This is an optimization exercise on Yosys and OpenROAD, whose aim is small area, not a production implementation. At most, simulation tests tie the RTL to the original design; equivalence was not proved. For runs 3 and 4, only the layout was checked, not whether the RTL still works. Power and IR drop assume default switching activity.

## flow/config.mk

```make
export PLATFORM = sky130hd
export DESIGN_NAME = adc_top
export DESIGN_NICKNAME = adc_top
export VERILOG_FILES = /design/flow/design.v
export SDC_FILE = /design/flow/constraint.sdc
export NUM_CORES = 8
export LEC_CHECK = 0
export CAP_MARGIN = 20
export CORE_MARGIN = 2
export CORE_UTILIZATION = 55
export CTS_CLUSTER_DIAMETER = 100
export CTS_CLUSTER_SIZE = 30
export SLEW_MARGIN = 20
```

## flow/constraint.sdc

```tcl
create_clock -name core_clock -period 30.0 [get_ports {clk}]
set_input_delay 6.0000 -clock core_clock [delete_from_list [all_inputs] [get_ports {clk}]]
set_output_delay 6.0000 -clock core_clock [all_outputs]
set_load 0.01 [all_outputs]
```

## flow/design.v

```verilog
`timescale 1ns/1ps
module fix2float (
    input               clk,
    input       [5:0]   ph,
    input               start,
    input               din,
    input               sign,
    output      [31:0]  float_o
);
    reg        rd;
    reg        any;
    reg [22:0] sr;
    reg [22:0] mant;
    reg [7:0]  expo;
    reg        sg;
    wire act  = start && (ph != 6'd0);
    wire st   = start && (ph == 6'd1);
    wire anye = st ? 1'b0 : any;
    wire ab   = rd ^ (sign & anye);
    always @(posedge clk) begin
        rd  <= din;
        any <= anye | rd;
        sr  <= {act & ab, sr[22:1]};
        if (st) begin
            mant <= 23'd0;
            expo <= 8'd0;
            sg   <= sign;
        end
        if (act && ab) begin
            mant <= sr;
            expo <= 8'd96 + {2'd0, ph};
        end
    end
    assign float_o = {sg, expo, mant};
endmodule
`timescale 1ns/1ps
module cic_filter (
    input                   clk,
    input                   rstn,
    input  signed [4:0]     dat_in,
    input         [5:0]     ph,
    input                   cap,
    input                   rend,
    input                   pass,
    input                   clr,
    output                  y
);
    reg signed [34:0] s1, s2, s3, s4, a5;
    reg        [34:0] c;         
    reg        [4:0]  chi;       
    reg               rep;       
    wire [34:0] n1, n2, n3, n4, n5;
    rca #(35) r1 (.a(s1), .b({{30{dat_in[4]}}, dat_in}), .ci(1'b0), .s(n1));
    rca #(35) r2 (.a(s2), .b(s1), .ci(1'b0), .s(n2));
    rca #(35) r3 (.a(s3), .b(s2), .ci(1'b0), .s(n3));
    rca #(35) r4 (.a(s4), .b(s3), .ci(1'b0), .s(n4));
    rca #(35) r5 (.a(a5 & {35{~cap}}), .b(s4), .ci(1'b0), .s(n5));
    always @(posedge clk or negedge rstn) begin
        if (!rstn) begin
            s1 <= 35'd0; s2 <= 35'd0; s3 <= 35'd0; s4 <= 35'd0; a5 <= 35'd0;
        end else begin
            s1 <= n1; s2 <= n2; s3 <= n3; s4 <= n4; a5 <= n5;
        end
    end
    always @(posedge clk) begin
        if (cap) begin
            c   <= a5;
            chi <= c[34:30];
        end
        if (rend)
            rep <= 1'b0;
        else if (cap)
            rep <= 1'b1;
    end
    wire d0 = (rep && ph >= 6'd30) ? chi[ph - 6'd30] : c[ph];
    reg  [34:0] l1, l2, l3, l4;
    reg  [3:0]  bc;
    wire        first = (ph == 6'd0);
    wire [3:0]  cin = first ? 4'b1111 : bc;
    wire        a1 = d0;
    wire        p1 = l1[0], p2 = l2[0], p3 = l3[0], p4 = l4[0];
    wire        d1 = a1 ^ ~p1 ^ cin[0];
    wire        d2 = d1 ^ ~p2 ^ cin[1];
    wire        d3 = d2 ^ ~p3 ^ cin[2];
    wire        d4 = d3 ^ ~p4 ^ cin[3];
    wire        take = pass & ~clr;
    wire        keep = ~(pass | clr);
    always @(posedge clk) begin
        bc[0] <= (a1 & ~p1) | (a1 & cin[0]) | (~p1 & cin[0]);
        bc[1] <= (d1 & ~p2) | (d1 & cin[1]) | (~p2 & cin[1]);
        bc[2] <= (d2 & ~p3) | (d2 & cin[2]) | (~p3 & cin[2]);
        bc[3] <= (d3 & ~p4) | (d3 & cin[3]) | (~p4 & cin[3]);
        l1 <= {(take & a1) | (keep & p1), l1[34:1]};
        l2 <= {(take & d1) | (keep & p2), l2[34:1]};
        l3 <= {(take & d2) | (keep & p3), l3[34:1]};
        l4 <= {(take & d3) | (keep & p4), l4[34:1]};
    end
    assign y = d4;
endmodule
`timescale 1ns/1ps
module cic_comp_filter (
    input               clk,
    input       [5:0]   ph,
    input               clr,
    input               pB,
    input               pA,
    input               pQ,
    input               ystr,
    input       [13:0]  cl,
    input       [2:0]   hl_e,
    input       [1:0]   hl_o,
    output              str
);
    wire sgn = (ph == 6'd34);
    wire rb  = (ph == 6'd0);
    reg a1, b1, a2, b2, a3, b3, a4, b4;
    always @* begin
        a1 = 1'b0; b1 = 1'b0; a2 = 1'b0; b2 = 1'b0;
        a3 = 1'b0; b3 = 1'b0; a4 = 1'b0; b4 = 1'b0;
        if (pB) begin
            a1 = ystr;   b1 = cl[13];     
            a2 = cl[0];  b2 = cl[12];     
            a3 = cl[5];  b3 = cl[7];      
            a4 = cl[6];                   
        end
        if (pA) begin
            a1 = cl[2];  b1 = cl[12];     
            a2 = cl[3];  b2 = cl[11];     
            a3 = cl[4];  b3 = cl[10];     
            a4 = cl[5];  b4 = cl[9];      
        end
        if (pQ) begin
            a1 = str;     b1 = hl_e[2];
            a2 = hl_e[0]; b2 = hl_e[1];
            a3 = hl_o[1];
        end
    end
    reg  [3:0] cy;
    wire [3:0] ci = rb ? 4'd0 : cy;
    wire s1 = a1 ^ b1 ^ ci[0];
    wire s2 = a2 ^ b2 ^ ci[1];
    wire s3 = a3 ^ b3 ^ ci[2];
    wire s4 = a4 ^ b4 ^ ci[3];
    always @(posedge clk) begin
        cy[0] <= (a1 & b1) | (a1 & ci[0]) | (b1 & ci[0]);
        cy[1] <= (a2 & b2) | (a2 & ci[1]) | (b2 & ci[1]);
        cy[2] <= (a3 & b3) | (a3 & ci[2]) | (b3 & ci[2]);
        cy[3] <= (a4 & b4) | (a4 & ci[3]) | (b4 & ci[3]);
    end
    reg [31:0] x12;
    always @* begin
        x12 = 32'd0;
        if (pB) begin
            case ({sgn, s1, s4})
                3'b000: x12 = 32'sd0;
                3'b001: x12 = 32'sd628155438;
                3'b010: x12 = -32'sd6421026;
                3'b011: x12 = 32'sd621734412;
                3'b100: x12 = 32'sd0;
                3'b101: x12 = -32'sd628155438;
                3'b110: x12 = 32'sd6421026;
                3'b111: x12 = -32'sd621734412;
            endcase
        end
        if (pA) begin
            case ({sgn, s1, s4})
                3'b000: x12 = 32'sd0;
                3'b001: x12 = -32'sd53216433;
                3'b010: x12 = 32'sd34811522;
                3'b011: x12 = -32'sd18404911;
                3'b100: x12 = 32'sd0;
                3'b101: x12 = 32'sd53216431;
                3'b110: x12 = -32'sd34811522;
                3'b111: x12 = 32'sd18404909;
            endcase
        end
        if (pQ) begin
            case ({sgn, s1, s4})
                3'b000: x12 = 32'sd0;
                3'b001: x12 = 32'sd0;
                3'b010: x12 = -32'sd54357298;
                3'b011: x12 = -32'sd54357298;
                3'b100: x12 = 32'sd0;
                3'b101: x12 = 32'sd0;
                3'b110: x12 = 32'sd54357298;
                3'b111: x12 = 32'sd54357298;
            endcase
        end
    end
    reg [31:0] x34;
    always @* begin
        x34 = 32'd0;
        if (pB) begin
            case ({sgn, s2, s3})
                3'b000: x34 = 32'sd0;
                3'b001: x34 = 32'sd356375486;
                3'b010: x34 = -32'sd1088314;
                3'b011: x34 = 32'sd355287172;
                3'b100: x34 = 32'sd0;
                3'b101: x34 = -32'sd356375486;
                3'b110: x34 = 32'sd1088314;
                3'b111: x34 = -32'sd355287172;
            endcase
        end
        if (pA) begin
            case ({sgn, s2, s3})
                3'b000: x34 = 32'sd0;
                3'b001: x34 = -32'sd116533699;
                3'b010: x34 = 32'sd8641811;
                3'b011: x34 = -32'sd107891888;
                3'b100: x34 = 32'sd0;
                3'b101: x34 = 32'sd116533697;
                3'b110: x34 = -32'sd8641809;
                3'b111: x34 = 32'sd107891888;
            endcase
        end
        if (pQ) begin
            case ({sgn, s2, s3})
                3'b000: x34 = 32'sd0;
                3'b001: x34 = 32'sd536870912;
                3'b010: x34 = 32'sd316817548;
                3'b011: x34 = 32'sd853688460;
                3'b100: x34 = 32'sd0;
                3'b101: x34 = -32'sd536870912;
                3'b110: x34 = -32'sd316817548;
                3'b111: x34 = -32'sd853688460;
            endcase
        end
    end
    wire first = pB | pQ;
    reg  signed [30:0] acc;
    reg         [34:0] lr;
    reg         [29:0] hr;
    reg         [4:0]  dly;
    reg                pfirst;
    wire               lb = ~first & lr[0];
    wire        [31:0] ae = rb ? 32'd0 : {acc[30], acc};
    wire        [31:0] sum;
    wire [31:0] cs_s, cs_k;
    csa #(32) c0 (.a(ae), .b(x12), .c(x34), .s(cs_s), .k(cs_k));
    rca #(32) ra (.a(cs_s), .b(cs_k), .ci(lb), .s(sum));
    wire        [29:0] hn;
    rca #(30) rh (.a(hr & {30{~(rb & pfirst)}}), .b(acc[29:0] & {30{rb}}), .ci(1'b0), .s(hn));
    always @(posedge clk) begin
        acc <= sum[31:1];
        lr  <= {sum[0], lr[34:1]};
        dly <= {sum[0], dly[4:1]};
        hr <= hn;
        if (sgn)
            pfirst <= first;
    end
    assign str = (ph < 6'd5) ? dly[0] : hr[ph - 6'd5];
endmodule
`timescale 1ns/1ps
module hb1_filter (
    input           clk,
    input           clr,
    input           ystr,
    input           shift_c,
    input           str,
    input           shift_e,
    input           shift_o,
    output [13:0]   cl,
    output [2:0]    hl_e,
    output [1:0]    hl_o
);
    wire [13:0] lco;
    wire lc_take = shift_c & ~clr;
    wire lc_keep = ~(shift_c | clr);
    genvar g_lc;
    generate for (g_lc = 0; g_lc < 14; g_lc = g_lc + 1) begin : gl_lc
        reg [34:0] r;
        wire pv;
        if (g_lc == 0) begin : h
            assign pv = ystr;
        end else begin : t
            assign pv = lco[g_lc-1];
        end
        always @(posedge clk)
            r <= {(lc_take & pv) | (lc_keep & r[0]), r[34:1]};
        assign lco[g_lc] = r[0];
    end endgenerate
    wire [2:0] leo;
    wire le_take = shift_e & ~clr;
    wire le_keep = ~(shift_e | clr);
    genvar g_le;
    generate for (g_le = 0; g_le < 3; g_le = g_le + 1) begin : gl_le
        reg [34:0] r;
        wire pv;
        if (g_le == 0) begin : h
            assign pv = str;
        end else begin : t
            assign pv = leo[g_le-1];
        end
        always @(posedge clk)
            r <= {(le_take & pv) | (le_keep & r[0]), r[34:1]};
        assign leo[g_le] = r[0];
    end endgenerate
    wire [1:0] loo;
    wire lo_take = shift_o & ~clr;
    wire lo_keep = ~(shift_o | clr);
    genvar g_lo;
    generate for (g_lo = 0; g_lo < 2; g_lo = g_lo + 1) begin : gl_lo
        reg [34:0] r;
        wire pv;
        if (g_lo == 0) begin : h
            assign pv = str;
        end else begin : t
            assign pv = loo[g_lo-1];
        end
        always @(posedge clk)
            r <= {(lo_take & pv) | (lo_keep & r[0]), r[34:1]};
        assign loo[g_lo] = r[0];
    end endgenerate
    assign cl   = lco;
    assign hl_e = leo;
    assign hl_o = loo;
endmodule
`timescale 1ns/1ps
module hb2_filter (
    input           clk,
    input           rstn,
    input   [5:0]   ph,
    input           clr,
    input           v_evt,
    input           w_evt,
    input           din,
    output          str,
    output          sign
);
    wire sgn = (ph == 6'd34);
    wire rb  = (ph == 6'd0);
    wire [36:0] leo;
    wire le_take = v_evt & ~clr;
    wire le_keep = ~(v_evt | clr);
    genvar g_le;
    generate for (g_le = 0; g_le < 37; g_le = g_le + 1) begin : gl_le
        reg [34:0] r;
        wire pv;
        if (g_le == 0) begin : h
            assign pv = din;
        end else begin : t
            assign pv = leo[g_le-1];
        end
        always @(posedge clk)
            r <= {(le_take & pv) | (le_keep & r[0]), r[34:1]};
        assign leo[g_le] = r[0];
    end endgenerate
    wire [17:0] loo;
    wire lo_take = w_evt & ~clr;
    wire lo_keep = ~(w_evt | clr);
    genvar g_lo;
    generate for (g_lo = 0; g_lo < 18; g_lo = g_lo + 1) begin : gl_lo
        reg [34:0] r;
        wire pv;
        if (g_lo == 0) begin : h
            assign pv = din;
        end else begin : t
            assign pv = loo[g_lo-1];
        end
        always @(posedge clk)
            r <= {(lo_take & pv) | (lo_keep & r[0]), r[34:1]};
        assign loo[g_lo] = r[0];
    end endgenerate
    reg [3:0] p;
    reg       f;
    wire go = ~clr & (((p != 4'd6) && (p != 4'd9)) || ((p == 4'd6) && w_evt) || ((p == 4'd9) && v_evt));
    always @(posedge clk or negedge rstn) begin
        if (!rstn) begin
            p <= 4'd7;
            f <= 1'b1;
        end else if (sgn && go) begin
            p <= (p == 4'd9) ? 4'd0 : p + 4'd1;
            f <= (p == 4'd9);
        end
    end
    reg a1, b1, a2, b2;
    always @* begin
        a1 = 1'b0; b1 = 1'b0; a2 = 1'b0; b2 = 1'b0;
        if (go) begin
            case (p)
                4'd9: begin a1 = din; b1 = leo[36]; end
                default: begin a1 = leo[p]; b1 = leo[35 - p]; end
            endcase
            case (p)
                4'd6: begin a2 = loo[17]; b2 = 1'b0; end
                4'd7: begin a2 = leo[15]; b2 = leo[20]; end
                4'd8: begin a2 = leo[16]; b2 = leo[19]; end
                4'd9: begin a2 = leo[17]; b2 = leo[18]; end
                default: begin a2 = leo[9 + p]; b2 = leo[26 - p]; end
            endcase
        end
    end
    reg  [1:0] cy;
    wire [1:0] ci = rb ? 2'd0 : cy;
    wire s1 = a1 ^ b1 ^ ci[0];
    wire s2 = a2 ^ b2 ^ ci[1];
    always @(posedge clk) begin
        cy[0] <= (a1 & b1) | (a1 & ci[0]) | (b1 & ci[0]);
        cy[1] <= (a2 & b2) | (a2 & ci[1]) | (b2 & ci[1]);
    end
    reg [31:0] k1;
    always @* begin
        k1 = 32'sd0;
        if (go)
        case (p)
            4'd0: k1 = sgn ? 32'sd16303 : -32'sd16305;
            4'd1: k1 = sgn ? -32'sd48551 : 32'sd48553;
            4'd2: k1 = sgn ? 32'sd119257 : -32'sd119259;
            4'd3: k1 = sgn ? -32'sd257820 : 32'sd257820;
            4'd4: k1 = sgn ? 32'sd507427 : -32'sd507429;
            4'd5: k1 = sgn ? -32'sd928129 : 32'sd928131;
            4'd6: k1 = sgn ? 32'sd1599801 : -32'sd1599799;
            4'd7: k1 = sgn ? -32'sd2625319 : 32'sd2625321;
            4'd8: k1 = sgn ? 32'sd4134999 : -32'sd4135001;
            4'd9: k1 = sgn ? -32'sd3870 : 32'sd3870;
            default: k1 = 32'sd0;
        endcase
    end
    wire [31:0] x1 = s1 ? k1 : 32'd0;
    reg [31:0] k2;
    always @* begin
        k2 = 32'sd0;
        if (go)
        case (p)
            4'd0: k2 = sgn ? -32'sd6294537 : 32'sd6294535;
            4'd1: k2 = sgn ? 32'sd9321690 : -32'sd9321690;
            4'd2: k2 = sgn ? -32'sd13522983 : 32'sd13522985;
            4'd3: k2 = sgn ? 32'sd19377524 : -32'sd19377524;
            4'd4: k2 = sgn ? -32'sd27742080 : 32'sd27742080;
            4'd5: k2 = sgn ? 32'sd40418825 : -32'sd40418827;
            4'd6: k2 = sgn ? -32'sd536870912 : 32'sd536870912;
            4'd7: k2 = sgn ? -32'sd62096704 : 32'sd62096704;
            4'd8: k2 = sgn ? 32'sd110065331 : -32'sd110065333;
            4'd9: k2 = sgn ? -32'sd340477049 : 32'sd340477051;
            default: k2 = 32'sd0;
        endcase
    end
    wire [31:0] x2 = s2 ? k2 : 32'd0;
    wire first = go & f;
    reg  signed [30:0] acc;
    reg         [34:0] lr;
    reg         [29:0] hr;
    reg         [4:0]  dly;
    reg                pfirst;
    wire               lb = ~first & lr[0];
    wire        [31:0] ae = rb ? 32'd0 : {acc[30], acc};
    wire        [31:0] sum;
    wire [31:0] ta_s, ta_k;
    csa #(32) c0 (.a(ae), .b(x1), .c(x2), .s(ta_s), .k(ta_k));
    rca #(32) ra (.a(ta_s), .b(ta_k), .ci(lb), .s(sum));
    wire        [29:0] hn;
    rca #(30) rh (.a(hr & {30{~(rb & pfirst)}}), .b(acc[29:0] & {30{rb}}), .ci(1'b0), .s(hn));
    always @(posedge clk) begin
        acc <= sum[31:1];
        lr  <= {sum[0], lr[34:1]};
        dly <= {sum[0], dly[4:1]};
        hr <= hn;
        if (sgn)
            pfirst <= first;
    end
    assign str  = (ph < 6'd5) ? dly[0] : hr[ph - 6'd5];
    assign sign = hr[29];
endmodule
`timescale 1ns/1ps
module adc_top (
    input  wire                clk,
    input  wire                rstn,
    input  wire signed [4:0]   dat_in,
    output wire                clk_vld_out,
    output wire signed [31:0]  dat_out
);
    reg  [8:0] cnt;       
    reg  [5:0] ph;        
    reg        clr;       
    reg        vld;
    always @(posedge clk or negedge rstn) begin
        if (!rstn) begin
            cnt <= 9'd0;
            ph  <= 6'd0;
            clr <= 1'b1;
            vld <= 1'b0;
        end else begin
            cnt <= cnt + 9'd1;
            ph  <= (ph == 6'd34) ? 6'd0 : ph + 6'd1;
            if (ph == 6'd34)
                clr <= 1'b0;
            vld <= (cnt == 9'd452);
        end
    end
    wire rend = (ph == 6'd34);         
    wire cap  = (cnt[5:0] == 6'd1);    
    reg       cpend;
    reg [2:0] ckk;
    reg       e0v, e1e, e2e, e3v, e3w, e4v;
    reg [2:0] e0k;
    reg [1:0] e1k, e2k;
    always @(posedge clk or negedge rstn) begin
        if (!rstn) begin
            cpend <= 1'b0; ckk <= 3'd0;
            e0v <= 1'b0; e1e <= 1'b0; e2e <= 1'b0; e3v <= 1'b0; e3w <= 1'b0; e4v <= 1'b0;
            e0k <= 3'd0; e1k <= 2'd0; e2k <= 2'd0;
        end else if (rend) begin
            e0v <= cpend | cap;
            e0k <= cap ? cnt[8:6] : ckk;
            cpend <= 1'b0;
            e1e <= e0v & ~e0k[0]; e1k <= e0k[2:1];
            e2e <= e1e;           e2k <= e1k;
            e3v <= e2e & (e2k == 2'd0);
            e3w <= e2e & (e2k == 2'd2);
            e4v <= e3v;
        end else if (cap) begin
            cpend <= 1'b1;
            ckk   <= cnt[8:6];
        end
    end
    wire ystr;                  
    wire e1str;                 
    wire e2str;                 
    wire e2sign;
    cic_filter u_cic (
        .clk(clk), .rstn(rstn), .dat_in(dat_in), .ph(ph), .cap(cap),
        .rend(rend), .pass(e0v), .clr(clr), .y(ystr)
    );
    wire [13:0] cl;             
    wire [2:0]  hl_e;           
    wire [1:0]  hl_o;           
    cic_comp_filter u_comp (
        .clk(clk), .ph(ph), .clr(clr),
        .pB(e0v & ~e0k[0]), .pA(e1e), .pQ(e2e & ~e2k[0]),
        .ystr(ystr), .cl(cl), .hl_e(hl_e), .hl_o(hl_o), .str(e1str)
    );
    hb1_filter u_hb1 (
        .clk(clk), .clr(clr), .ystr(ystr), .shift_c(e0v),
        .str(e1str), .shift_e(e2e & ~e2k[0]), .shift_o(e2e & e2k[0]),
        .cl(cl), .hl_e(hl_e), .hl_o(hl_o)
    );
    hb2_filter u_hb2 (
        .clk(clk), .rstn(rstn), .ph(ph), .clr(clr),
        .v_evt(e3v), .w_evt(e3w),
        .din(e1str), .str(e2str), .sign(e2sign)
    );
    fix2float u_fix2float (
        .clk(clk), .ph(ph), .start(e4v),
        .din(e2str), .sign(e2sign), .float_o(dat_out)
    );
    assign clk_vld_out = vld;
endmodule
module rca #(parameter W = 35) (
    input  [W-1:0] a,
    input  [W-1:0] b,
    input          ci,
    output [W-1:0] s
);
    wire [W:0] c;
    assign c[0] = ci;
    genvar i;
    generate for (i = 0; i < W; i = i + 1) begin : g
        assign s[i]   = a[i] ^ b[i] ^ c[i];
        assign c[i+1] = (a[i] & b[i]) | (a[i] & c[i]) | (b[i] & c[i]);
    end endgenerate
endmodule
module csa #(parameter W = 35) (
    input  [W-1:0] a,
    input  [W-1:0] b,
    input  [W-1:0] c,
    output [W-1:0] s,
    output [W-1:0] k
);
    assign s = a ^ b ^ c;
    assign k = {(a[W-2:0] & b[W-2:0]) | (a[W-2:0] & c[W-2:0]) | (b[W-2:0] & c[W-2:0]), 1'b0};
endmodule
```

## flow/run.sh

```bash
#!/bin/bash
# synth_recipe.tcl (not shown) runs the flow's synth.tcl, then flattens the netlist and writes it again
# the make line also repeats each setting of config.mk as NAME=value (left out here)
make -C /OpenROAD-flow-scripts/flow DESIGN_CONFIG=/design/flow/config.mk WORK_HOME=/design/flow/orfs CLKGATE_MAP_FILE= SYNTH_SCRIPT=/design/flow/synth_recipe.tcl finish
```

==> results by group, run 1 <==
Detailed routing
  • Antenna-violating nets left: 0
  • DRC violation total after the first TritonRoute iteration: approximately 1700
  • Average wire per cell in the routed design: 15.9 um
  • Sum of met3 wire segment lengths after detailed routing: 4830 um
  • Initial DRT Pass Iterations: 6
  • DRC violation count after routing: 0
  • Via count: ~32000
  • Routed WL: 111000 um
  • Metal-1 WL: just under 60000 um
  • Drt via density: 4.59
  • Max layer used: met4
  • Met2 layer wire length in the routed design: 44700 um

Min path
  • Kind of path behind the tightest hold check: reg2reg
  • Worst Hold Endpoint: u_cic.l4[23]$_DFF_P_
  • Depth of the worst hold-timing path: 0
  • Worst min-delay path startpoint: u_cic.l4[24]$_DFF_P_

Synth
  • Leading area contributor after synthesis: dfxtp_1
  • Asr flop ratio synth: between 6 and 7%
  • Average footprint of a synthesized cell: 16.6 sq um
  • Synth Cell Area: 82200 sq um
  • Number of synthesized flops with an enable pin: 73
  • Post-synthesis net count: 5338
  • Post-synthesis cell count: 4944
  • Cell with the most instances after synthesis: dfxtp_1
  • Main synth FF type: dfxtp_1
  • Synth Warn #: 6
  • Synth cell types: 74
  • Top cells by area in the synthesized netlist: dfxtp_1 (72%), fa_1 (8.6%), dfrtp_1 (6.4%)
  • Most common library cells after synthesis: dfxtp_1 (2958), fa_1 (353), and2_1 (210)
  • Register bit total from synthesis: 3245
  • Register area share after synthesis: 81.2%
  • Post-synth top area share: 72.0%

Power
  • Share of total power in sequential cells: 65.6%
  • Switching power: between 0.0015 and 0.002 W
  • Power per cell area: 79.6 nW/um^2
  • IR Drop Worst-Case VDD: 0.0667 mV
  • Internal: 0.00548 W
  • Switching power as a share of total power: 21.9%
  • Share of power burned in combinational logic: 6.9%
  • Clock power frac: 27.5%
  • Leak Pwr: 35.6 nW

Timing
  • Final Slew Violations: 0
  • Final count of hold timing violations: 0
  • RSZ-0062 raised after global routing: false
  • Setup TNS: 0 ps
  • Final worst clock skew: 61.7 ps
  • FMAX: 47.7 MHz
  • Count of final setup violators: 0
  • Minimum period implied by the final worst setup slack: 20960 ps
  • Slew @ Worst Pin: 1070 ps
  • Ratio of final minimum period to clock period: between 60% and 70%
  • Max-Slew Margin vs Limit: 27.6%

Critical path
  • Class of the most critical setup path: in2reg
  • Largest stage delay on the critical path: 510 ps
  • Arrival time at the worst endpoint: 21640 ps
  • Most Frequent Cell on Critical Path: fa_1
  • Maximum fanout encountered on the critical timing path: 1
  • Count of buffer and inverter cells on the critical path: 3
  • Startpoint of the worst register-to-register path: ph[1]$_DFF_PN0_
  • FF-to-FF setup slack: 10500 ps
  • Slowest cell on crit path: fa_1
  • CP Capture Type: register
  • Required time at the worst-slack endpoint: 30680 ps
  • Length in cells of the worst reg-to-reg path: 51
  • Reg-to-Reg End: u_comp.acc[30]$_DFF_P_
  • Category of the worst setup path launch point: input port
  • Top delay family on crit path: adder cells

Global route
  • Overall overflow remaining after global route: 0
  • Antenna violations before repair: 2
  • Maximum number of pins on one net before global-route repair: 95
  • Tot GR Track Use: 15.1%
  • Number of global-route vias before repair: 32000
  • Global-route wire length before repair: 180000 um

Die
  • Initial standard-cell utilization of the core: 55.6%
  • Die width: between 300 and 400 um
  • Floorplan die area: 153000 sq um
  • Placeable core area: 148000 sq um
  • Top-level port count: 40
  • Rows: 141
  • Height of the die: 391 um

Clocking
  • Latest clock arrival within the worst-skew pair: 790 ps
  • Number of H-tree branching levels: 3
  • Number of buffers inserted by post-CTS setup repair: 0
  • Clock Pin Slew Worst Setup and Hold Paths: 110 ps
  • Number of buffers inserted for hold repair after clock tree synthesis: 0
  • Clock buffer depth: 3
  • CTS-repair resized insts: 0
  • Number of buffers created by CTS: 118
  • Root cell of the clock tree: clkbuf_16
  • TritonCTS clock tree: yes
  • Total number of clock tree sinks: 3245

Layout
  • Fraction of final layout cells sized beyond drive strength 1: 4.57%
  • Final-stage net count: 5411
  • Final core occ: between 50% and 60%
  • Area growth from synthesis to layout: 7.19%
  • Number of cells in the finished layout apart from fillers: around 7000
  • Register Area: around 67000 sq um
  • Area used by multi-input combinational logic: around 15000 sq um
  • Antenna Diode Count: 0
  • Fill count: 11100

Flow run
  • Count of max-cap constraint violations: 0

Outcome
  • Status: no timing/DRC/antenna violations

Placement
  • Total of buffers placed on input and output ports: 39
  • Routability-driven placement congestion ratio: 0.842
  • Number of placed instances with taps included: 6827
  • Post-DP HPWL: 70700 um
-- placed cells by master, fill, tap and decap left out, drive strengths merged, types with 73 or more instances in the layout --
cell    instances
and2          210
a21oi          73
fa            353
nor2          138
inv           108
dfrtp         209
edfxtp         73
dfxtp        2958
clkbuf        148
o21ai          75
mux2i         106
nand2         192
-- power groups by stage --
stage	Sequential, W	Combinational (W)	Clock [W]
5_1_grt	0.00463	0.000623	0.00216
2_1_floorplan	0.00467	0.000413	0
6_report	0.00460	0.000485	0.00193
4_1_cts	0.00461	0.000514	0.00200
3_5_place_dp	0.00471	0.000514	0
3_3_place_gp	0.00470	0.000489	0
-- worst max-delay path by stage --
stage | from | end | slack (ps) | depth (start not counted)
3_3_place_gp | dat_in[0] | u_cic.s1[34]$_DFF_PN0_ | 8080 | 39
2_1_floorplan | dat_in[0] | u_cic.s1[34]$_DFF_PN0_ | 8970 | 38
6_report | dat_in[0] | u_cic.s1[34]$_DFF_PN0_ | 9040 | 39
4_1_cts | dat_in[0] | u_cic.s1[34]$_DFF_PN0_ | 8950 | 39
5_1_grt | dat_in[0] | u_cic.s1[34]$_DFF_PN0_ | 8450 | 39
3_5_place_dp | dat_in[0] | u_cic.s1[34]$_DFF_PN0_ | 8040 | 39
-- flip-flops by register name, summed over array words and instances, names as in the netlist, 23 cells and up --
| register | flops |
|---|---|
| u_hb2.acc | 31 |
| u_cic.a5 | 35 |
| u_cic.c | 35 |
| u_cic.l1 | 35 |
| u_cic.s2 | 35 |
| u_cic.l4 | 35 |
| u_comp.acc | 31 |
| u_comp.hr | 30 |
| u_fix2float.sr | 23 |
| u_cic.l2 | 35 |
| u_hb2.gl_lo.r | 630 |
| u_cic.s4 | 35 |
| u_fix2float.mant | 23 |
| u_hb2.lr | 35 |
| u_hb1.gl_lo.r | 70 |
| u_comp.lr | 35 |
| u_hb1.gl_lc.r | 490 |
| u_hb1.gl_le.r | 105 |
| u_cic.s3 | 35 |
| u_hb2.hr | 30 |
| u_cic.l3 | 35 |
| u_hb2.gl_le.r | 1295 |
| u_cic.s1 | 35 |
-- routing by layer --
metal | GRT usage, % | up-vias
li1 | - | 15700
met1 | 24.3 | 15800
met2 | 21.0 | 434
met3 | 2.81 | 161
met4 | 3.74 | 0
met5 | 0 | -
-- cell families after synthesis --
group                    count (synthesis)  share of synthesized area, %
AND/OR/NAND/NOR                        643                          3.86
flip-flops                            3245                          81.2
multiplexers                           153                          2.44
XOR/XNOR                                33                         0.361
AO/OA/AOI/OAI                          263                          2.00
buffers and inverters                  220                          1.03
adder cells (fa/ha/maj)                387                          9.11
-- per-stage QoR --
| stage | instance area [sq um] | power [W] | setup WS, ps | hold slack, ps |
|---|---|---|---|---|
| after CTS | 88100 | 0.00713 | 8950 | 295 |
| after floorplan | 82200 | 0.00508 | 8970 | 310 |
| after detailed placement | 84900 | 0.00522 | 8040 | 312 |
| final | 88100 | 0.00701 | 9040 | 300 |
| after global placement | 84800 | 0.00519 | 8080 | 309 |
| after global routing | 88100 | 0.00741 | 8450 | 304 |
-- cell type report --
cell class              count  share of cell area (%)
flip-flops and latches   3245                    75.8
well taps                1930                    2.74
multi-input cells        1479                    16.6
clock inverters            10                   0.226
inverters                 105                   0.447
clock buffers             148                    3.50
repair buffers             68                   0.704
==> run 2: changes to the inputs <==
--- a/flow/config.mk
+++ b/flow/config.mk
@@ -7,7 +7,7 @@
 export LEC_CHECK = 0
 export CAP_MARGIN = 20
 export CORE_MARGIN = 2
-export CORE_UTILIZATION = 55
+export CORE_UTILIZATION = 60
 export CTS_CLUSTER_DIAMETER = 100
 export CTS_CLUSTER_SIZE = 30
 export SLEW_MARGIN = 20
==> run 2 against run 1 <==
Net effect:
- still clean on timing, DRC and antenna
- synthesized cell count unchanged
- flip-flop and latch count unchanged
- clock skew down 22 ps
- critical endpoint unchanged
- highest routed layer unchanged
==> results by group, run 2 <==
Outcome
  • Status: no timing/DRC/antenna violations (unchanged)

Timing
  • FMAX: 47.6 MHz (was 47.7 MHz)
  • Ratio of final minimum period to clock period: 70.1% (was 69.9%)
  • Minimum period implied by the final worst setup slack: 21030 ps (was 20960 ps)
  • Slew @ Worst Pin: 1110 ps (was 1070 ps)
  • Final Slew Violations: 0 (unchanged)
  • Final setup margin: 8970 ps (was 9040 ps)
  • Count of final setup violators: 0 (unchanged)
  • Final worst clock skew: 40.0 ps (was 61.7 ps)
  • RSZ-0062 raised after global routing: false (unchanged)
  • Max-Slew Margin vs Limit: 25.7% (was 27.6%)
  • Final count of hold timing violations: 0 (unchanged)
  • Setup TNS: 0 ps (unchanged)

Min path
  • Worst min-delay path startpoint: u_hb2.gl_le[33].r[1]$_DFF_P_ (was u_cic.l4[24]$_DFF_P_)
  • Depth of the worst hold-timing path: 0 (unchanged)
  • Kind of path behind the tightest hold check: reg2reg (unchanged)

Die
  • Rows: 135 (was 141)
  • Height of the die: 374 um (was 391 um)
  • Floorplan die area: 140000 sq um (was 153000 sq um)
  • Die width: 374 um (was 391 um)
  • Initial standard-cell utilization of the core: 60.6% (was 55.6%)
  • Top-level port count: 40 (unchanged)
  • Placeable core area: 136000 sq um (was 148000 sq um)

Clocking
  • TritonCTS clock tree: yes (unchanged)
  • CTS-repair resized insts: 0 (unchanged)
  • Number of buffers created by CTS: 119 (was 118)
  • Number of buffers inserted for hold repair after clock tree synthesis: 0 (unchanged)
  • Clock buffer depth: 3 (unchanged)
  • Number of buffers inserted by post-CTS setup repair: 0 (unchanged)
  • Root cell of the clock tree: clkbuf_16 (unchanged)
  • Latest clock arrival within the worst-skew pair: 770 ps (was 790 ps)
  • Clock Pin Slew Worst Setup and Hold Paths: 110 ps (about the same)
  • Total number of clock tree sinks: 3245 (unchanged)
  • Number of H-tree branching levels: 3 (unchanged)

Power
  • Power per cell area: 79.7 nW/um^2 (was 79.6 nW/um^2)
  • IR Drop Worst-Case VDD: 0.0664 mV (was 0.0667 mV)
  • Leak Pwr: 35.6 nW (about the same)

Detailed routing
  • Routed WL: 112000 um (was 111000 um)
  • Average wire per cell in the routed design: 16.3 um (was 15.9 um)
  • Antenna-violating nets left: 0 (unchanged)
  • DRC violation total after the first TritonRoute iteration: 1750 (was 1659)
  • Initial DRT Pass Iterations: 5 (was 6)
  • Drt via density: 4.70 (was 4.59)
  • Via count: 32100 (about the same)
  • DRC violation count after routing: 0 (unchanged)

Placement
  • Routability-driven placement congestion ratio: 0.853 (was 0.842)
  • Pre-CTS setup slack: 8000 ps (was 8040 ps)
  • Post-DP HPWL: 71400 um (was 70700 um)
  • Total of buffers placed on input and output ports: 39 (unchanged)

Critical path
  • Largest stage delay on the critical path: 520 ps (was 510 ps)
  • Origin of the worst setup path: dat_in[0] (unchanged)
  • Required time at the worst-slack endpoint: 30670 ps (was 30680 ps)
  • Count of buffer and inverter cells on the critical path: 3 (unchanged)
  • Top delay family on crit path: adder cells (unchanged)
  • Arrival time at the worst endpoint: 21690 ps (was 21640 ps)
  • Category of the worst setup path launch point: input port (unchanged)
  • Length in cells of the worst reg-to-reg path: 51 (unchanged)
  • Most Frequent Cell on Critical Path: fa_1 (unchanged)
  • Startpoint of the worst register-to-register path: ph[1]$_DFF_PN0_ (unchanged)
  • Class of the most critical setup path: in2reg (unchanged)
  • Levels on crit path: 39 (unchanged)
  • Slowest cell on crit path: fa_1 (unchanged)
  • CP Capture Type: register (unchanged)
  • Maximum fanout encountered on the critical timing path: 1 (unchanged)

Layout
  • Most common cell after layout, fill and taps aside: dfxtp_1 (unchanged)
  • Most flops, register: u_hb2.gl_le.r (unchanged)
  • Area growth from synthesis to layout: 6.93% (was 7.19%)
  • Biggest registers after layout: u_hb2.gl_le.r (1295), u_hb2.gl_lo.r (630), u_hb1.gl_lc.r (490) (unchanged)
  • Final core occ: 64.8% (was 59.6%)
  • Max FFs per register: 1295 (unchanged)
  • Fill count: 9743 (was 11100)
  • Fraction of final layout cells sized beyond drive strength 1: 4.57% (about the same)
  • Final-stage net count: 5413 (was 5411)
  • Most frequent cells in the layout: dfxtp_1 (2958), fa_1 (353), and2_1 (210) (unchanged)

Synth
  • Most common library cells after synthesis: dfxtp_1 (2958), fa_1 (353), and2_1 (210) (unchanged)
  • Top cells by area in the synthesized netlist: dfxtp_1 (72%), fa_1 (8.6%), dfrtp_1 (6.4%) (unchanged)
  • Cell with the most instances after synthesis: dfxtp_1 (unchanged)
  • Synth Cell Area: 82200 sq um (unchanged)
  • Main synth FF type: dfxtp_1 (unchanged)
  • Asr flop ratio synth: 6.59% (unchanged)
  • Post-synthesis cell count: 4944 (unchanged)
  • Average footprint of a synthesized cell: 16.6 sq um (unchanged)
  • Register bit total from synthesis: 3245 (unchanged)
  • Post-synth top area share: 72.0% (unchanged)
  • Synth cell types: 74 (unchanged)
  • Number of synthesized flops with an enable pin: 73 (unchanged)
  • Post-synthesis net count: 5338 (unchanged)
  • Synth Warn #: 6 (unchanged)
  • Leading area contributor after synthesis: dfxtp_1 (unchanged)
  • Register area share after synthesis: 81.2% (unchanged)

Global route
  • Maximum number of pins on one net before global-route repair: 100 (was 95)
  • Antenna violations before repair: 1 (was 2)
  • Number of global-route vias before repair: 32400 (was 32000)
  • Global-route wire length before repair: 181000 um (was 180000 um)
  • Tot GR Track Use: 16.5% (was 15.1%)
  • Overall overflow remaining after global route: 0 (unchanged)

Flow run
  • Count of max-cap constraint violations: 0 (unchanged)
## run 2: routing by layer
layer,GRT usage (%),wire length (um),share of wire (%),vias up
met3,2.90,4350,3.9,148
met1,26.7,59600,53,15800
li1,-,-,-,15700
met5,0,0,0,-
met2,23.2,45200,41,422
met4,3.93,2440,2.2,0
## run 2: where the power goes
part | switching, W | internal (W) | leakage [nW] | total, W
clock network | 0.00118 | 0.000738 | 1.58 | 0.00192
registers | 0.000113 | 0.00449 | 27.0 | 0.00460
logic | 0.000245 | 0.000249 | 7.04 | 0.000494
total | 0.00154 | 0.00547 | 35.6 | 0.00701
## run 2: path summary, 6_finish.rpt
kind                                                end  slack [ps]
max                              u_cic.s1[34]$_DFF_PN0_        8970
max reg2reg                      u_comp.acc[30]$_DFF_P_       10570
max in group asynchronous               ph[1]$_DFF_PN0_       23330
min                        u_hb2.gl_le[33].r[0]$_DFF_P_         300
min in group asynchronous        u_cic.s1[34]$_DFF_PN0_        5300
min reg2reg                u_hb2.gl_le[33].r[0]$_DFF_P_         300
## run 2: area by class of cell
class	count	area, sq um	area share (%)
clock buffers	144	3070	3.49
clock inverters	11	186	0.212
flip-flops and latches	3245	66800	75.9
multi-input cells	1479	14600	16.7
diodes	1	2.50	0.00285
repair buffers	69	628	0.714
inverters	105	394	0.448
well taps	1781	2230	2.53
## run 2: worst reg2reg max path: cells and delay by family (launching register included)
kind	cells	cell delay, ps
buffers and inverters	2	430
AND/OR/NAND/NOR	2	250
XOR/XNOR	2	310
flip-flops	1	760
AO/OA/AOI/OAI	6	1000
multiplexers	1	230
adder cells (fa/ha/maj)	38	16330
## run 2: logic make-up (layout without fill, tap and decap cells)
kind of cell,count (synthesis),after routing,synth area share [%]
buffers and inverters,220,329,1.03
AOI/OAI and AO/OA,263,263,2.00
other,0,1,0
adders and majority gates,387,387,9.11
DFF,3245,3245,81.2
xor gates and xnor gates,33,33,0.361
and+or+nand+nor,643,643,3.86
muxes,153,153,2.44
## run 2: through the flow
stage / instance area (sq um) / instances / hold WS, ps / power, W
after CTS: 87900 / 6834 / 298 / 0.00712
after global routing: 87900 / 6834 / 316 / 0.00740
after detailed placement: 84700 / 6679 / 312 / 0.00522
after floorplan: 82200 / 4944 / 310 / 0.00508
final: 87900 / 6835 / 297 / 0.00701
after global placement: 84600 / 6678 / 309 / 0.00520
==> run 3: changes to the inputs <==
--- a/flow/design.v
+++ b/flow/design.v
@@ -16,7 +16,7 @@
     wire act  = start && (ph != 6'd0);
     wire st   = start && (ph == 6'd1);
     wire anye = st ? 1'b0 : any;
-    wire ab   = rd ^ (sign & anye);
+    wire ab   = rd ^ (sg & anye);       
     always @(posedge clk) begin
         rd  <= din;
         any <= anye | rd;
@@ -105,6 +105,7 @@
     input               pB,
     input               pA,
     input               pQ,
+    input               orot,
     input               ystr,
     input       [13:0]  cl,
     input       [2:0]   hl_e,
@@ -232,7 +233,6 @@
     reg         [34:0] lr;
     reg         [29:0] hr;
     reg         [4:0]  dly;
-    reg                pfirst;
     wire               lb = ~first & lr[0];
     wire        [31:0] ae = rb ? 32'd0 : {acc[30], acc};
     wire        [31:0] sum;
@@ -240,16 +240,15 @@
     csa #(32) c0 (.a(ae), .b(x12), .c(x34), .s(cs_s), .k(cs_k));
     rca #(32) ra (.a(cs_s), .b(cs_k), .ci(lb), .s(sum));
     wire        [29:0] hn;
-    rca #(30) rh (.a(hr & {30{~(rb & pfirst)}}), .b(acc[29:0] & {30{rb}}), .ci(1'b0), .s(hn));
+    rca #(30) rh (.a(hr), .b(acc[29:0] & {30{rb}}), .ci(1'b0), .s(hn));
+    wire               hsh = (orot | clr) & (ph >= 6'd5);
     always @(posedge clk) begin
         acc <= sum[31:1];
         lr  <= {sum[0], lr[34:1]};
         dly <= {sum[0], dly[4:1]};
-        hr <= hn;
-        if (sgn)
-            pfirst <= first;
+        hr <= hsh ? {1'b0, hr[29:1]} : hn;
     end
-    assign str = (ph < 6'd5) ? dly[0] : hr[ph - 6'd5];
+    assign str = (ph < 6'd5) ? dly[0] : hr[0];
 endmodule
 `timescale 1ns/1ps
 module hb1_filter (
@@ -324,6 +323,7 @@
     input           clr,
     input           v_evt,
     input           w_evt,
+    input           orot,
     input           din,
     output          str,
     output          sign
@@ -442,7 +442,6 @@
     reg         [34:0] lr;
     reg         [29:0] hr;
     reg         [4:0]  dly;
-    reg                pfirst;
     wire               lb = ~first & lr[0];
     wire        [31:0] ae = rb ? 32'd0 : {acc[30], acc};
     wire        [31:0] sum;
@@ -450,16 +449,15 @@
     csa #(32) c0 (.a(ae), .b(x1), .c(x2), .s(ta_s), .k(ta_k));
     rca #(32) ra (.a(ta_s), .b(ta_k), .ci(lb), .s(sum));
     wire        [29:0] hn;
-    rca #(30) rh (.a(hr & {30{~(rb & pfirst)}}), .b(acc[29:0] & {30{rb}}), .ci(1'b0), .s(hn));
+    rca #(30) rh (.a(hr), .b(acc[29:0] & {30{rb}}), .ci(1'b0), .s(hn));
+    wire               hsh = (orot | clr) & (ph >= 6'd5);
     always @(posedge clk) begin
         acc <= sum[31:1];
         lr  <= {sum[0], lr[34:1]};
         dly <= {sum[0], dly[4:1]};
-        hr <= hn;
-        if (sgn)
-            pfirst <= first;
+        hr <= hsh ? {1'b0, hr[29:1]} : hn;
     end
-    assign str  = (ph < 6'd5) ? dly[0] : hr[ph - 6'd5];
+    assign str  = (ph < 6'd5) ? dly[0] : hr[0];
     assign sign = hr[29];
 endmodule
 `timescale 1ns/1ps
@@ -527,7 +525,7 @@
     wire [1:0]  hl_o;           
     cic_comp_filter u_comp (
         .clk(clk), .ph(ph), .clr(clr),
-        .pB(e0v & ~e0k[0]), .pA(e1e), .pQ(e2e & ~e2k[0]),
+        .pB(e0v & ~e0k[0]), .pA(e1e), .pQ(e2e & ~e2k[0]), .orot(e2e | e3v | e3w),
         .ystr(ystr), .cl(cl), .hl_e(hl_e), .hl_o(hl_o), .str(e1str)
     );
     hb1_filter u_hb1 (
@@ -537,7 +535,7 @@
     );
     hb2_filter u_hb2 (
         .clk(clk), .rstn(rstn), .ph(ph), .clr(clr),
-        .v_evt(e3v), .w_evt(e3w),
+        .v_evt(e3v), .w_evt(e3w), .orot(e4v),
         .din(e1str), .str(e2str), .sign(e2sign)
     );
     fix2float u_fix2float (
--- a/flow/config.mk
+++ b/flow/config.mk
@@ -8,6 +8,6 @@
 export CAP_MARGIN = 20
 export CORE_MARGIN = 2
 export CORE_UTILIZATION = 60
-export CTS_CLUSTER_DIAMETER = 100
-export CTS_CLUSTER_SIZE = 30
+export CTS_CLUSTER_DIAMETER = 90
+export CTS_CLUSTER_SIZE = 32
 export SLEW_MARGIN = 20
==> run 3 against run 2 <==
Net effect:
- area after synthesis down 0.45%
- final area decreased by 0.53%
- register-to-register slack improved by 90 ps
- non-clock buffer count is 3 lower
- worst setup slack better by 820 ps
- maximum frequency rose by 4.1%
- power down 0.29%
- critical path type unchanged
- highest routed layer unchanged
==> results by group, run 3 <==
Outcome
  • Status: no timing/DRC/antenna violations (unchanged)

Clocking
  • Clock buffer depth: 3 (unchanged)
  • Total number of clock tree sinks: 3243 (was 3245)
  • Number of buffers inserted by post-CTS setup repair: 0 (unchanged)
  • Number of buffers inserted for hold repair after clock tree synthesis: 0 (unchanged)
  • Clock Pin Slew Worst Setup and Hold Paths: 110 ps (about the same)
  • CTS-repair resized insts: 0 (unchanged)
  • Root cell of the clock tree: clkbuf_16 (unchanged)
  • TritonCTS clock tree: yes (unchanged)
  • Number of buffers created by CTS: 113 (was 119)
  • Number of H-tree branching levels: 3 (unchanged)
  • Latest clock arrival within the worst-skew pair: 780 ps (was 770 ps)

Timing
  • Max-Slew Margin vs Limit: 33.3% (was 25.7%)
  • Setup TNS: 0 ps (unchanged)
  • RSZ-0062 raised after global routing: false (unchanged)
  • Final count of hold timing violations: 0 (unchanged)
  • Final Slew Violations: 0 (unchanged)
  • Count of final setup violators: 0 (unchanged)
  • Slew @ Worst Pin: 993 ps (was 1110 ps)
  • Minimum period implied by the final worst setup slack: 20200 ps (was 21030 ps)
  • Final worst clock skew: 37.8 ps (was 40.0 ps)
  • FMAX: 49.5 MHz (was 47.6 MHz)
  • Ratio of final minimum period to clock period: 67.3% (was 70.1%)

Global route
  • Antenna violations before repair: 6 (was 1)
  • Maximum number of pins on one net before global-route repair: 87 (was 100)
  • Number of global-route vias before repair: 31700 (was 32400)
  • Global-route wire length before repair: 176000 um (was 181000 um)
  • Tot GR Track Use: 15.9% (was 16.5%)
  • Overall overflow remaining after global route: 0 (unchanged)

Min path
  • Worst min-delay path startpoint: u_hb1.gl_lc[8].r[18]$_DFF_P_ (was u_hb2.gl_le[33].r[1]$_DFF_P_)
  • Depth of the worst hold-timing path: 0 (unchanged)
  • Worst Hold Endpoint: u_hb1.gl_lc[8].r[17]$_DFF_P_ (was u_hb2.gl_le[33].r[0]$_DFF_P_)
  • Kind of path behind the tightest hold check: reg2reg (unchanged)

Placement
  • Number of placed instances with taps included: 6617 (was 6679)
  • Post-DP HPWL: 68300 um (was 71400 um)
  • Routability-driven placement congestion ratio: 0.891 (was 0.853)
  • Area of placed instances: 84200 sq um (was 84700 sq um)
  • Total of buffers placed on input and output ports: 39 (unchanged)

Detailed routing
  • Routed WL: 107000 um (was 112000 um)
  • Via count: 31700 (was 32100)
  • DRC violation count after routing: 0 (unchanged)
  • Drt via density: 4.69 (was 4.70)
  • Antenna-violating nets left: 0 (unchanged)
  • Average wire per cell in the routed design: 15.8 um (was 16.3 um)
  • Initial DRT Pass Iterations: 5 (unchanged)
  • DRC violation total after the first TritonRoute iteration: 2017 (was 1750)

Critical path
  • Maximum fanout encountered on the critical timing path: 1 (unchanged)
  • Length in cells of the worst reg-to-reg path: 48 (was 51)
  • Largest stage delay on the critical path: 470 ps (was 520 ps)
  • Category of the worst setup path launch point: input port (unchanged)
  • Reg-to-Reg End: u_comp.acc[30]$_DFF_P_ (unchanged)
  • Startpoint of the worst register-to-register path: ph[0]$_DFF_PN0_ (was ph[1]$_DFF_PN0_)
  • Slowest cell on crit path: fa_1 (unchanged)
  • Most Frequent Cell on Critical Path: fa_1 (unchanged)
  • Arrival time at the worst endpoint: 20880 ps (was 21690 ps)
  • Required time at the worst-slack endpoint: 30670 ps (about the same)
  • CP Capture Type: register (unchanged)
  • Class of the most critical setup path: in2reg (unchanged)
  • FF-to-FF setup slack: 10660 ps (was 10570 ps)

Layout
  • Number of cells in the finished layout apart from fillers: 6769 (was 6835)
  • Area growth from synthesis to layout: 6.84% (was 6.93%)
  • Max FFs per register: 1295 (unchanged)
  • Most frequent cells in the layout: dfxtp_1 (2958), fa_1 (353), dfrtp_1 (208) (was dfxtp_1 (2958), fa_1 (353), and2_1 (210))
  • Most flops, register: u_hb2.gl_le.r (unchanged)
  • Final core occ: 64.6% (was 64.8%)
  • Final-stage net count: 5346 (was 5413)
  • Area used by multi-input combinational logic: 14300 sq um (was 14600 sq um)
  • Most common cell after layout, fill and taps aside: dfxtp_1 (unchanged)
  • Design Area, Final: 87500 sq um (was 87900 sq um)
  • Biggest registers after layout: u_hb2.gl_le.r (1295), u_hb2.gl_lo.r (630), u_hb1.gl_lc.r (490) (unchanged)
  • Fill count: 9833 (was 9743)
  • Register Area: 66700 sq um (was 66800 sq um)
  • Fraction of final layout cells sized beyond drive strength 1: 5.16% (was 4.57%)

Die
  • Placeable core area: 135000 sq um (was 136000 sq um)
  • Rows: 135 (unchanged)
  • Die width: 373 um (was 374 um)
  • Floorplan die area: 139000 sq um (was 140000 sq um)
  • Height of the die: 373 um (was 374 um)
  • Initial standard-cell utilization of the core: 60.4% (was 60.6%)
  • Top-level port count: 40 (unchanged)

Synth
  • Synth Warn #: 6 (unchanged)
  • Most common library cells after synthesis: dfxtp_1 (2958), fa_1 (353), dfrtp_1 (209) (was dfxtp_1 (2958), fa_1 (353), and2_1 (210))
  • Main synth FF type: dfxtp_1 (unchanged)
  • Average footprint of a synthesized cell: 16.8 sq um (was 16.6 sq um)
  • Synth Cell Area: 81900 sq um (was 82200 sq um)
  • Cell with the most instances after synthesis: dfxtp_1 (unchanged)
  • Leading area contributor after synthesis: dfxtp_1 (unchanged)
  • Asr flop ratio synth: 6.60% (was 6.59%)
  • Top cells by area in the synthesized netlist: dfxtp_1 (72%), fa_1 (8.6%), dfrtp_1 (6.4%) (unchanged)
  • Post-synthesis cell count: 4887 (was 4944)
  • Number of synthesized flops with an enable pin: 71 (was 73)
  • Synth cell types: 68 (was 74)
  • Post-synthesis net count: 5280 (was 5338)
  • Register area share after synthesis: 81.5% (was 81.2%)
  • Register bit total from synthesis: 3243 (was 3245)
  • Post-synth top area share: 72.3% (was 72.0%)

Power
  • Leak Pwr: 35.5 nW (was 35.6 nW)
  • IR Drop Worst-Case VDD: 0.0693 mV (was 0.0664 mV)
  • Power per cell area: 79.9 nW/um^2 (was 79.7 nW/um^2)
  • Power, Total: 0.00699 W (was 0.00701 W)

Flow run
  • Count of max-cap constraint violations: 0 (unchanged)
==> run 3: changes by cell type in the layout (fill, tap and decap cells not counted), moves of 11 or more <==
cell | before | now
o21ai_0 | 26 | 38
o21ai_1 | 48 | 37
and2_1 | 210 | 96
a21oi_1 | 73 | 95
mux2i_1 | 106 | 84
and3_1 | 14 | 66
mux2_2 | 8 | 53
mux4_2 | 34 | 23
==> run 3: cells by family after synthesis <==
logic type      share of synthesized area (%)
compound gates                           1.94
xor+xnor                                0.342
mux                                      2.70
simple gates                             3.33
buf+inv                                  1.07
fa+ha+maj                                9.14
flops                                    81.5
==> run 3: power breakdown <==
group | leakage, nW | total [W] | internal (W) | switching, W
Combinational | 6.98 | 0.000489 | 0.000247 | 0.000242
Clock | 1.56 | 0.00190 | 0.000724 | 0.00118
Sequential | 27.0 | 0.00460 | 0.00448 | 0.000117
==> run 3: through the flow <==
step / hold WS [ps] / worst slack, ps
3_3_place_gp: 310 / 8920
6_report: 314 / 9800
2_1_floorplan: 310 / 9790
3_5_place_dp: 312 / 8850
4_1_cts: 307 / 9700
5_1_grt: 311 / 9180
==> run 3: final cells by class <==
class | instances | share of cell area, %
Timing Repair Buffer | 66 | 0.687
Antenna cell | 3 | 0.00858
Inverter | 99 | 0.425
Clock buffer | 133 | 3.37
Sequential cell | 3243 | 76.3
Multi-Input combinational cell | 1430 | 16.4
Clock inverter | 14 | 0.318
Tap cell | 1781 | 2.55
==> run 3: routing by layer <==
layer | part of all wire [%] | routed length [um] | up-vias | track usage [%]
li1 | - | - | 15600 | -
met4 | 2.1 | 2230 | 0 | 3.73
met5 | 0 | 0 | - | 0
met2 | 39 | 42100 | 436 | 21.7
met1 | 54 | 58200 | 15500 | 26.4
met3 | 4.4 | 4710 | 142 | 2.89
==> run 3: worst max-delay path by stage <==
stage | startpoint | to | slack (ps) | cells after the start
final | dat_in[0] | u_cic.s1[34]$_DFF_PN0_ | 9800 | 39
after global routing | dat_in[0] | u_cic.s1[34]$_DFF_PN0_ | 9180 | 39
after floorplan | dat_in[0] | u_cic.s1[34]$_DFF_PN0_ | 9790 | 38
after detailed placement | dat_in[0] | u_cic.s1[34]$_DFF_PN0_ | 8850 | 39
after global placement | dat_in[0] | u_cic.s1[34]$_DFF_PN0_ | 8920 | 39
after CTS | dat_in[0] | u_cic.s1[34]$_DFF_PN0_ | 9700 | 39
==> run 3: worst max-delay path: cells and delay by family <==
kind | cells | cell delay, ps
xor+xnor | 2 | 300
fa+ha+maj | 34 | 14020
buf+inv | 3 | 530
==> run 4: changes to the inputs <==
--- a/flow/config.mk
+++ b/flow/config.mk
@@ -8,6 +8,6 @@
 export CAP_MARGIN = 20
 export CORE_MARGIN = 2
 export CORE_UTILIZATION = 60
-export CTS_CLUSTER_DIAMETER = 90
-export CTS_CLUSTER_SIZE = 32
+export CTS_CLUSTER_DIAMETER = 100
+export CTS_CLUSTER_SIZE = 30
 export SLEW_MARGIN = 20
==> run 4 against run 3 <==
Net effect:
- combinational power about the same
- largest cell class unchanged
- area after synthesis did not move
- die area stayed put
- first-iteration DRC count shrank 0.94%
- via count rose by 0.35%
- still clean on timing, DRC and antenna
- clock-buffer cell count rose by 13
- worst setup slack improved by 13 ps
- register-to-register slack hardly changed
- global-route usage hardly changed
- utilization grew 0.073 points
- final area up 0.11%
- non-clock buffer count unchanged
==> results by group, run 4 <==
Synth
  • Register bit total from synthesis: 3243 (unchanged)
  • Synth Warn #: 6 (unchanged)
  • Post-synth top area share: 72.3% (unchanged)
  • Number of synthesized flops with an enable pin: 71 (unchanged)
  • Main synth FF type: dfxtp_1 (unchanged)
  • Asr flop ratio synth: 6.60% (unchanged)
  • Post-synthesis net count: 5280 (unchanged)
  • Average footprint of a synthesized cell: 16.8 sq um (unchanged)
  • Synth Cell Area: 81900 sq um (unchanged)
  • Most common library cells after synthesis: dfxtp_1 (2958), fa_1 (353), dfrtp_1 (209) (unchanged)
  • Synth cell types: 68 (unchanged)
  • Register area share after synthesis: 81.5% (unchanged)
  • Cell with the most instances after synthesis: dfxtp_1 (unchanged)
  • Leading area contributor after synthesis: dfxtp_1 (unchanged)
  • Post-synthesis cell count: 4887 (unchanged)
  • Top cells by area in the synthesized netlist: dfxtp_1 (72%), fa_1 (8.6%), dfrtp_1 (6.4%) (unchanged)

Clocking
  • Root cell of the clock tree: clkbuf_16 (unchanged)
  • Latest clock arrival within the worst-skew pair: 780 ps (about the same)
  • Number of buffers created by CTS: 119 (was 113)
  • Number of buffers inserted for hold repair after clock tree synthesis: 0 (unchanged)
  • Number of H-tree branching levels: 3 (unchanged)
  • TritonCTS clock tree: yes (unchanged)
  • Number of buffers inserted by post-CTS setup repair: 0 (unchanged)
  • Clock buffer depth: 3 (unchanged)
  • Clock Pin Slew Worst Setup and Hold Paths: 110 ps (about the same)
  • CTS-repair resized insts: 0 (unchanged)
  • Total number of clock tree sinks: 3243 (unchanged)

Critical path
  • Slowest cell on crit path: fa_1 (unchanged)
  • Most Frequent Cell on Critical Path: fa_1 (unchanged)
  • CP Capture Type: register (unchanged)
  • Maximum fanout encountered on the critical timing path: 1 (unchanged)
  • FF-to-FF setup slack: 10650 ps (was 10660 ps)
  • Class of the most critical setup path: in2reg (unchanged)
  • Category of the worst setup path launch point: input port (unchanged)
  • Reg-to-Reg End: u_comp.acc[30]$_DFF_P_ (unchanged)
  • Length in cells of the worst reg-to-reg path: 48 (unchanged)
  • Startpoint of the worst register-to-register path: ph[0]$_DFF_PN0_ (unchanged)
  • Required time at the worst-slack endpoint: 30690 ps (was 30670 ps)
  • Origin of the worst setup path: dat_in[0] (unchanged)
  • Arrival time at the worst endpoint: 20880 ps (about the same)
  • Largest stage delay on the critical path: 470 ps (about the same)

Timing
  • Ratio of final minimum period to clock period: 67.3% (about the same)
  • Final hold slack: 292 ps (was 314 ps)
  • Minimum period implied by the final worst setup slack: 20190 ps (was 20200 ps)
  • Max-Slew Margin vs Limit: 34.6% (was 33.3%)
  • FMAX: 49.5 MHz (about the same)
  • Count of final setup violators: 0 (unchanged)
  • Final count of hold timing violations: 0 (unchanged)
  • RSZ-0062 raised after global routing: false (unchanged)
  • Setup TNS: 0 ps (unchanged)
  • Slew @ Worst Pin: 982 ps (was 993 ps)
  • Final worst clock skew: 62.4 ps (was 37.8 ps)
  • Final Slew Violations: 0 (unchanged)

Global route
  • Antenna violations before repair: 5 (was 6)
  • Number of global-route vias before repair: 31800 (was 31700)
  • Tot GR Track Use: 15.9% (about the same)
  • Global-route wire length before repair: 175000 um (was 176000 um)
  • Maximum number of pins on one net before global-route repair: 87 (unchanged)
  • Overall overflow remaining after global route: 0 (unchanged)

Layout
  • Area growth from synthesis to layout: 6.96% (was 6.84%)
  • Most frequent cells in the layout: dfxtp_1 (2958), fa_1 (353), dfrtp_1 (208) (unchanged)
  • Final-stage net count: 5352 (was 5346)
  • Most flops, register: u_hb2.gl_le.r (unchanged)
  • Number of cells in the finished layout apart from fillers: 6778 (was 6769)
  • Max FFs per register: 1295 (unchanged)
  • Biggest registers after layout: u_hb2.gl_le.r (1295), u_hb2.gl_lo.r (630), u_hb1.gl_lc.r (490) (unchanged)
  • Fraction of final layout cells sized beyond drive strength 1: 5.19% (was 5.16%)
  • Most common cell after layout, fill and taps aside: dfxtp_1 (unchanged)
  • Fill count: 9849 (was 9833)

Die
  • Floorplan die area: 139000 sq um (unchanged)
  • Die width: 373 um (unchanged)
  • Top-level port count: 40 (unchanged)
  • Rows: 135 (unchanged)
  • Initial standard-cell utilization of the core: 60.4% (unchanged)
  • Placeable core area: 135000 sq um (unchanged)
  • Height of the die: 373 um (unchanged)

Detailed routing
  • Drt via density: 4.70 (was 4.69)
  • DRC violation total after the first TritonRoute iteration: 1998 (was 2017)
  • Antenna-violating nets left: 0 (unchanged)
  • Initial DRT Pass Iterations: 6 (was 5)
  • Average wire per cell in the routed design: 15.8 um (about the same)
  • Routed WL: 107000 um (about the same)
  • Via count: 31800 (was 31700)
  • DRC violation count after routing: 0 (unchanged)

Min path
  • Worst Hold Endpoint: u_hb1.gl_le[1].r[32]$_DFF_P_ (was u_hb1.gl_lc[8].r[17]$_DFF_P_)
  • Depth of the worst hold-timing path: 0 (unchanged)
  • Worst min-delay path startpoint: u_hb1.gl_le[1].r[33]$_DFF_P_ (was u_hb1.gl_lc[8].r[18]$_DFF_P_)
  • Kind of path behind the tightest hold check: reg2reg (unchanged)

Outcome
  • Status: no timing/DRC/antenna violations (unchanged)

Power
  • Clock power frac: 27.5% (was 27.2%)
  • Share of total power in sequential cells: 65.6% (was 65.8%)
  • Internal: 0.00548 W (was 0.00546 W)
  • Share of power burned in combinational logic: 6.9% (was 7.0%)
  • Power per cell area: 80.1 nW/um^2 (was 79.9 nW/um^2)
  • Switching power: 0.00153 W (was 0.00154 W)
  • Leak Pwr: 35.5 nW (about the same)
  • Power, Total: 0.00701 W (was 0.00699 W)
  • IR Drop Worst-Case VDD: 0.0653 mV (was 0.0693 mV)
  • Switching power as a share of total power: 21.9% (was 22.0%)

Placement
  • Total of buffers placed on input and output ports: 39 (unchanged)
  • Number of placed instances with taps included: 6617 (unchanged)
  • Routability-driven placement congestion ratio: 0.891 (unchanged)
  • Post-DP HPWL: 68300 um (unchanged)

Flow run
  • Count of max-cap constraint violations: 0 (unchanged)
[run 4: cell types whose count changed in the layout (fill, tap and decap cells not counted), sizes merged]
cell      delta
bufinv       -1
inv          -2
clkinv       -2
clkbuf      +13
clkinvlp     +1
[run 4: worst max path at each step]
stage / end / slack, ps
final: u_cic.s1[34]$_DFF_PN0_ / 9810
after global routing: u_cic.s1[34]$_DFF_PN0_ / 9190
after CTS: u_cic.s1[34]$_DFF_PN0_ / 9720
after detailed placement: u_cic.s1[34]$_DFF_PN0_ / 8850
after global placement: u_cic.s1[34]$_DFF_PN0_ / 8920
after floorplan: u_cic.s1[34]$_DFF_PN0_ / 9790
[run 4: power by group through the flow]
stage,clock (W),combinational [W],sequential [W]
finish,0.00193,0.000486,0.00460
global route,0.00215,0.000631,0.00463
CTS,0.00200,0.000515,0.00461
detailed placement,0,0.000514,0.00470
global placement,0,0.000492,0.00470
floorplan,0,0.000411,0.00467
[run 4: layer usage]
layer	vias to the layer above	part of all wire (%)	GRT usage, %
li1	15600	-	-
met4	0	2.2	3.91
met2	428	39	21.6
met3	165	4.1	2.93
met5	-	0	0
met1	15600	55	26.3
[run 4: logic make-up (layout without fill, tap and decap cells)]
group / after synthesis / in the layout / share of synthesized area [%]
flops: 3243 / 3243 / 81.5
fa+ha+maj: 386 / 386 / 9.14
mux: 176 / 176 / 2.70
other cells: 0 / 3 / 0
xor+xnor: 32 / 32 / 0.342
simple gates: 567 / 567 / 3.33
compound gates: 269 / 269 / 1.94
buf+inv: 214 / 321 / 1.07
[run 4: cell type report]
class / instances / area, sq um / share of cell area (%)
sequential: 3243 / 66700 / 76.2
multi-input combinational: 1430 / 14300 / 16.4
clock buffer: 146 / 3120 / 3.57
tap: 1781 / 2230 / 2.54
timing repair buffer: 66 / 601 / 0.686
inverter: 99 / 372 / 0.424
clock inverter: 10 / 200 / 0.229
antenna: 3 / 7.51 / 0.00857
[run 4: metrics by stage]
stage,instance area (sq um),util (%),worst slack (ps)
floorplan,81900,-,9790
global placement,84200,62.2,8920
detailed placement,84200,62.2,8850
CTS,87500,64.6,9720
global route,87600,64.6,9190
finish,87600,64.6,9810
[run 4: worst max-delay path: cells and delay by family]
| kind | cells | cell delay [ps] |
|---|---|---|
| xor+xnor | 2 | 300 |
| buf+inv | 3 | 530 |
| fa+ha+maj | 34 | 14010 |

-- static timing again, ports no longer ideal --
Ports are ideal in the flow. The routed layouts listed here were re-timed in OpenROAD. Step 1 sets driving cells, clkbuf_16 on the clock port and buf_2 on the other inputs (assumed; they add their load-dependent delay and slew). Step 2 also shifts input and output timing later by t, the mid clock arrival at the registers, as if the neighbouring blocks saw the same clock. a / b / c = ideal ports / drivers / drivers and shift; a / b = the first two.
run | t (ns) | setup slack, ns | slew at the worst register clock pin (ns) | worst data-port slew with drivers (ns) | pins driven straight from the clock port
run 1 | 0.831 | 9.042 / 9.096 / 8.266 | 0.12 / 0.12 | 0.06 | 1
run 2 | 0.823 | 8.975 / 9.026 / 8.204 | 0.12 / 0.12 | 0.07 | 1
run 3 | 0.832 | 9.798 / 9.843 / 9.011 | 0.12 / 0.12 | 0.08 | 1
run 4 | 0.825 | 9.811 / 9.857 / 9.032 | 0.12 / 0.12 | 0.08 | 1
After both steps setup and hold are still met in every run listed. For run 3, which loses most, drivers alone change the setup slack by +0.045 ns; drivers and shift together by -0.787 ns.
